Background: an optimization exercise with open tools, aiming at small area and a short achievable clock period. Do not read the settings as production practice. Only simulation tests tie the RTL to the original design; equivalence was not proved. Power figures rest on the tool's default switching activity, not on a simulated workload.

## lane 1
## ahb_lite
module ahb_lite(
	input        HCLK,
    input        HRESETn,
    input [31:0] HADDR,
    input        HWRITE,
    input [31:0] HWDATA,
    output[31:0] HRDATA,
    input [31:0] pins_in,
    output[31:0] pins_out,
    output[31:0] pins_dir
);
Settings: LEC_CHECK=0, CAP_MARGIN=20, CORE_MARGIN=2, CORE_UTILIZATION=45, CTS_CLUSTER_DIAMETER=100, CTS_CLUSTER_SIZE=20, SETUP_SLACK_MARGIN=5.0, SLEW_MARGIN=20; clock period 8.0 ns.
standard.sh (not shown) runs the stock make flow with config.mk's settings and CLKGATE_MAP_FILE= SYNTH_SCRIPT=/design/flow/synth_recipe.tcl, a recipe that flattens the netlist after the stock synthesis.
==> flow/flow/run.sh <==
#!/bin/bash
# Standard layout, with small port buffers and the pins_in/HRDATA pins paired.
set -euo pipefail
here=$(pwd)
export BUFFER_PORTS_ARGS="-buffer_cell sky130_fd_sc_hd__buf_1"
export PRE_IO_PLACEMENT_TCL=$here/flow/io.tcl
bash standard.sh > $here/standard.log 2>&1
==> flow/flow/io.tcl <==
# keep each pins_in bit beside the HRDATA bit it feeds
set_io_pin_constraint -group -order -pin_names {pins_in[0] HRDATA[0] pins_in[1] HRDATA[1] pins_in[2] HRDATA[2] pins_in[3] HRDATA[3] pins_in[4] HRDATA[4] pins_in[5] HRDATA[5] pins_in[6] HRDATA[6] pins_in[7] HRDATA[7] pins_in[8] HRDATA[8] pins_in[9] HRDATA[9] pins_in[10] HRDATA[10] pins_in[11] HRDATA[11] pins_in[12] HRDATA[12] pins_in[13] HRDATA[13] pins_in[14] HRDATA[14] pins_in[15] HRDATA[15] pins_in[16] HRDATA[16] pins_in[17] HRDATA[17] pins_in[18] HRDATA[18] pins_in[19] HRDATA[19] pins_in[20] HRDATA[20] pins_in[21] HRDATA[21] pins_in[22] HRDATA[22] pins_in[23] HRDATA[23] pins_in[24] HRDATA[24] pins_in[25] HRDATA[25] pins_in[26] HRDATA[26] pins_in[27] HRDATA[27] pins_in[28] HRDATA[28] pins_in[29] HRDATA[29] pins_in[30] HRDATA[30] pins_in[31] HRDATA[31]}
Lane 1 went all the way through the flow, and no timing, DRC or antenna check failed.
What lane 2 does differently from lane 1 at the input level:
- SETUP_SLACK_MARGIN changed from 5.0 to 4.5
- CTS_CLUSTER_SIZE changed from 20 to 14
- CTS_CLUSTER_DIAMETER changed from 100 to 80
- CTS_BUF_LIST newly set to sky130_fd_sc_hd__clkbuf_8
==> comparison <==
- Lane 2 gives less power consumption than lane 1 did.
- Looking at actual transition at the worst max-transition pin, lane 2 sits 32 ps above lane 1.
- Sequential power share ends up lower on lane 1.
- Capture point of the critical path: rdreg.q[14] -> lane 2, HRDATA[11] -> lane 1
- Count of cells along the worst register-to-register path for lane 2 is lower than for lane 1.
- Delta (lane 2 minus lane 1): minimum setup slack after placement went down by 240 ps; wire length after detailed routing lost 3.9%; number of antenna violations at the first check in global routing higher.
- Diff lane 1 -> lane 2: clock network latency to the later pin of the worst-skew pair has increased, largest incremental delay on the critical path has increased, largest vdd supply drop has decreased, clock group share of total power has decreased.
Changes in lane 3 relative to lane 2:
- CTS_CLUSTER_SIZE changed from 14 to 20
- CTS_BUF_LIST removed (was sky130_fd_sc_hd__clkbuf_8)
- CTS_CLUSTER_DIAMETER changed from 80 to 100
diff --git a/flow/flow/run.sh b/flow/flow/run.sh
--- a/flow/flow/run.sh
+++ b/flow/flow/run.sh
@@ -6,2 +6,3 @@
 export PRE_IO_PLACEMENT_TCL=$here/flow/io.tcl
+export RECOVER_POWER=20
 bash standard.sh > $here/standard.log 2>&1
[summary]
The flow for lane 3 finished, though final verification flagged capacitance limit, slew limit. Comparing lane 3 and lane 2, the lower average detailed-routed wire length per instance is on lane 2. In terms of combinational power, lane 3 and lane 2 differ only marginally. Re number of cells on the critical path: lane 3 and lane 2 aren't equal, and the higher value belongs to lane 2.
What lane 4 does differently from lane 3 at the input level:
- swapping 4.5 for 4.4 in SETUP_SLACK_MARGIN
diff --git a/flow/flow/run.sh b/flow/flow/run.sh
--- a/flow/flow/run.sh
+++ b/flow/flow/run.sh
@@ -6,3 +6,2 @@
 export PRE_IO_PLACEMENT_TCL=$here/flow/io.tcl
-export RECOVER_POWER=20
 bash standard.sh > $here/standard.log 2>&1
- Every stage of the flow completed for lane 4, and the final layout passed the timing, DRC and antenna checks.
- Compared with lane 3, lane 4 shows via count that has gone down slightly.
- Higher headroom to the max-slew limit goes to lane 4 over lane 3.
- Worst setup slack for register-to-register paths (lower): lane 4
- Lane 4 and lane 3 ended up with nearly the same area of placed instances.
- In the flow results for lane 4 and lane 3, the layout filler cell count is smaller on lane 3.
- Comparing lane 4 and lane 3, the higher final area was measured on lane 3.
#### Input delta (lane 5 over lane 4)
- CTS_BUF_LIST: unset -> sky130_fd_sc_hd__clkbuf_8
- SETUP_SLACK_MARGIN: 4.4 -> 4.5
- CTS_CLUSTER_DIAMETER: 100 -> 80
- GPL_TIMING_DRIVEN: unset -> 0
- CTS_CLUSTER_SIZE: 20 -> 14
Notes after the runs:
Taking lane 4 as the reference, in lane 5 setup slack fell by 180 ps, overall routing resource usage rose by 7.7 points, portion of the layout cell area used by clock cells saw a decrease, total power draw essentially unchanged, number of buffers and inverters on the critical path rose by 1. Total detailed-routing wirelength, lane 5 vs lane 4: up by more than 10%. Re clock sink count: no difference whatsoever between lane 5 and lane 4. The top routing layer in use comes out met4 in one run and met5 in the other, namely in lane 4 and lane 5 respectively. ~same worst hold slack in lane 5 and lane 4.

* * *

run 1:
ahb_lite, a different RTL version from the one above (not shown whole).
For scale: ~3100 cells after synthesis.
Settings: LEC_CHECK=0, CAP_MARGIN=20, CORE_MARGIN=2, CORE_UTILIZATION=45, CTS_CLUSTER_DIAMETER=100, CTS_CLUSTER_SIZE=20, SETUP_SLACK_MARGIN=4.5, SLEW_MARGIN=20; clock period 8.0 ns.
run.sh (not shown) runs the stock make flow with config.mk's settings and CLKGATE_MAP_FILE= SYNTH_SCRIPT=/design/flow/synth_recipe.tcl, a recipe that flattens the netlist after the stock synthesis.
Stock flow here: none of the scripts above is used.
> inputs changed (run 1 -> run 2)
# run 1
export LEC_CHECK = 0
export CAP_MARGIN = 20
export CORE_MARGIN = 2
export CORE_UTILIZATION = 45
export CTS_CLUSTER_DIAMETER = 100
export CTS_CLUSTER_SIZE = 20
export SETUP_SLACK_MARGIN = 4.5
export SLEW_MARGIN = 20
create_clock -name core_clock -period 8.0 [get_ports {HCLK}]
# run 2
export LEC_CHECK = 0
export CAP_MARGIN = 20
export CORE_MARGIN = 2
export CORE_UTILIZATION = 45
export SETUP_SLACK_MARGIN = 4.5
export SLEW_MARGIN = 20
create_clock -name core_clock -period 8.0 [get_ports {HCLK}]
## What came out
- Summary of run 2 over run 1: growth of design area from synthesis to finish went up by 4.0 points, detailed-routing wirelength on met1 went down 1000 µm, power in combinational cells now sits at about the same level.
- Run 2 has less setup slack than run 1.
- Compared with run 1, run 2 shows first-pass GRT wire length that has gone up slightly.
- Run 2 vs run 1, fraction of power consumed by combinational cells went down by 2.4 points.
--- input diff run 2..run 3 ---
# run 2
export LEC_CHECK = 0
export CAP_MARGIN = 20
export CORE_MARGIN = 2
export CORE_UTILIZATION = 45
export SETUP_SLACK_MARGIN = 4.5
export SLEW_MARGIN = 20
create_clock -name core_clock -period 8.0 [get_ports {HCLK}]
# run 3
export LEC_CHECK = 0
export CAP_MARGIN = 20
export CORE_MARGIN = 2
export CORE_UTILIZATION = 45
export CTS_CLUSTER_DIAMETER = 100
export CTS_CLUSTER_SIZE = 20
export SETUP_SLACK_MARGIN = 4.5
export SLEW_MARGIN = 20
create_clock -name core_clock -period 8.0 [get_ports {HCLK}]
==> flow/flow/run.sh (new file) <==
#!/bin/bash
# Standard layout, with small port buffers and the pins_in/HRDATA pins paired.
set -euo pipefail
here=$(pwd)
export BUFFER_PORTS_ARGS="-buffer_cell sky130_fd_sc_hd__buf_1"
export PRE_IO_PLACEMENT_TCL=$here/flow/io.tcl
bash standard.sh > $here/standard.log 2>&1
==> flow/flow/io.tcl (new file) <==
# keep each pins_in bit beside the HRDATA bit it feeds
set_io_pin_constraint -group -order -pin_names {pins_in[0] HRDATA[0] pins_in[1] HRDATA[1] pins_in[2] HRDATA[2] pins_in[3] HRDATA[3] pins_in[4] HRDATA[4] pins_in[5] HRDATA[5] pins_in[6] HRDATA[6] pins_in[7] HRDATA[7] pins_in[8] HRDATA[8] pins_in[9] HRDATA[9] pins_in[10] HRDATA[10] pins_in[11] HRDATA[11] pins_in[12] HRDATA[12] pins_in[13] HRDATA[13] pins_in[14] HRDATA[14] pins_in[15] HRDATA[15] pins_in[16] HRDATA[16] pins_in[17] HRDATA[17] pins_in[18] HRDATA[18] pins_in[19] HRDATA[19] pins_in[20] HRDATA[20] pins_in[21] HRDATA[21] pins_in[22] HRDATA[22] pins_in[23] HRDATA[23] pins_in[24] HRDATA[24] pins_in[25] HRDATA[25] pins_in[26] HRDATA[26] pins_in[27] HRDATA[27] pins_in[28] HRDATA[28] pins_in[29] HRDATA[29] pins_in[30] HRDATA[30] pins_in[31] HRDATA[31]}
==> flow/standard.sh (new file) <==
#!/bin/bash
# synth_recipe.tcl (not shown) runs the flow's synth.tcl, then flattens the netlist and writes it again
# the make line also repeats each setting of config.mk as NAME=value (left out here)
make -C /OpenROAD-flow-scripts/flow DESIGN_CONFIG=/design/flow/config.mk WORK_HOME=/design/flow/orfs CLKGATE_MAP_FILE= SYNTH_SCRIPT=/design/flow/synth_recipe.tcl "${@:-finish}"
removed: flow/run.sh
Findings:
Compared to run 2, run 3 has core utilization 2.6 points lower. Every stage of the flow completed for run 2, and the final layout passed the timing, DRC and antenna checks. Both conditions hold for run 3: the flow ran to the end and the final layout passed the timing, DRC and antenna checks. Run 3 ends up with a setup slack at placement that is 0.12 ns higher than in run 2. Global routing usage on met2: run 3 vs run 2 up 1.6 points. Post-route total power delta (run 3 − run 2): favourable. Looking at share of final-layout standard cells stronger than drive strength 1, run 3 sits 2.5 points below run 2. The share of total power in sequential cells in run 3 was higher than what run 2 gave. Number of global-route vias before repair, run 3 and run 2: larger value in run 2. Against run 2, post-CTS repair timing setup buffer count in run 3 fell by a few percent. Looking at global-route usage, run 3 sits 1.1 points above run 2. The standard cells in run 3 occupy less silicon area than those in run 2 do.

## afterwards: timing with drivers on the ports
No port has a modelled driver above. Below, the same layouts with a new extraction and two added sets of constraints.
Step 1 sets driving cells, clkbuf_16 on the clock port and buf_2 on the other inputs (assumed; they add their load-dependent delay and slew).
Step 2, shift: input delay + t, output delay - t, t = (earliest + latest rising clock arrival at the registers) / 2. This alone moves slack from input paths to output paths.
Slacks: no drivers / after step 1 / after step 2; pairs: no drivers / after step 1.
run | t, ns | setup slack, ns | worst setup path at the end | clock arrival spread, ns | cell pins on the clock port's net
lane 1 | 0.707 | 4.411 / 4.378 / 3.684 | input to register | 0.047 / 0.047 | 1
lane 2 | 0.792 | 4.400 / 4.386 / 3.621 | input to register | 0.063 / 0.062 | 1
lane 3 | 0.706 | 3.059 / 2.994 / 2.288 | input to register | 0.037 / 0.037 | 1
lane 4 | 0.718 | 4.257 / 4.271 / 3.553 | input to register | 0.060 / 0.060 | 1
lane 5 | 0.836 | 4.078 / 4.083 / 3.247 | input to register | 0.082 / 0.082 | 1
run 1 | 0.710 | 4.359 / 4.237 / 3.765 | input to register | 0.028 / 0.029 | 1
run 2 | 0.720 | 4.352 / 4.229 / 3.735 | input to register | 0.061 / 0.061 | 1
run 3 | 0.707 | 4.181 / 4.128 / 3.534 | input to register | 0.063 / 0.063 | 1
For lane 5, which loses most, drivers alone change the setup slack by +0.005 ns; drivers and shift together by -0.831 ns.
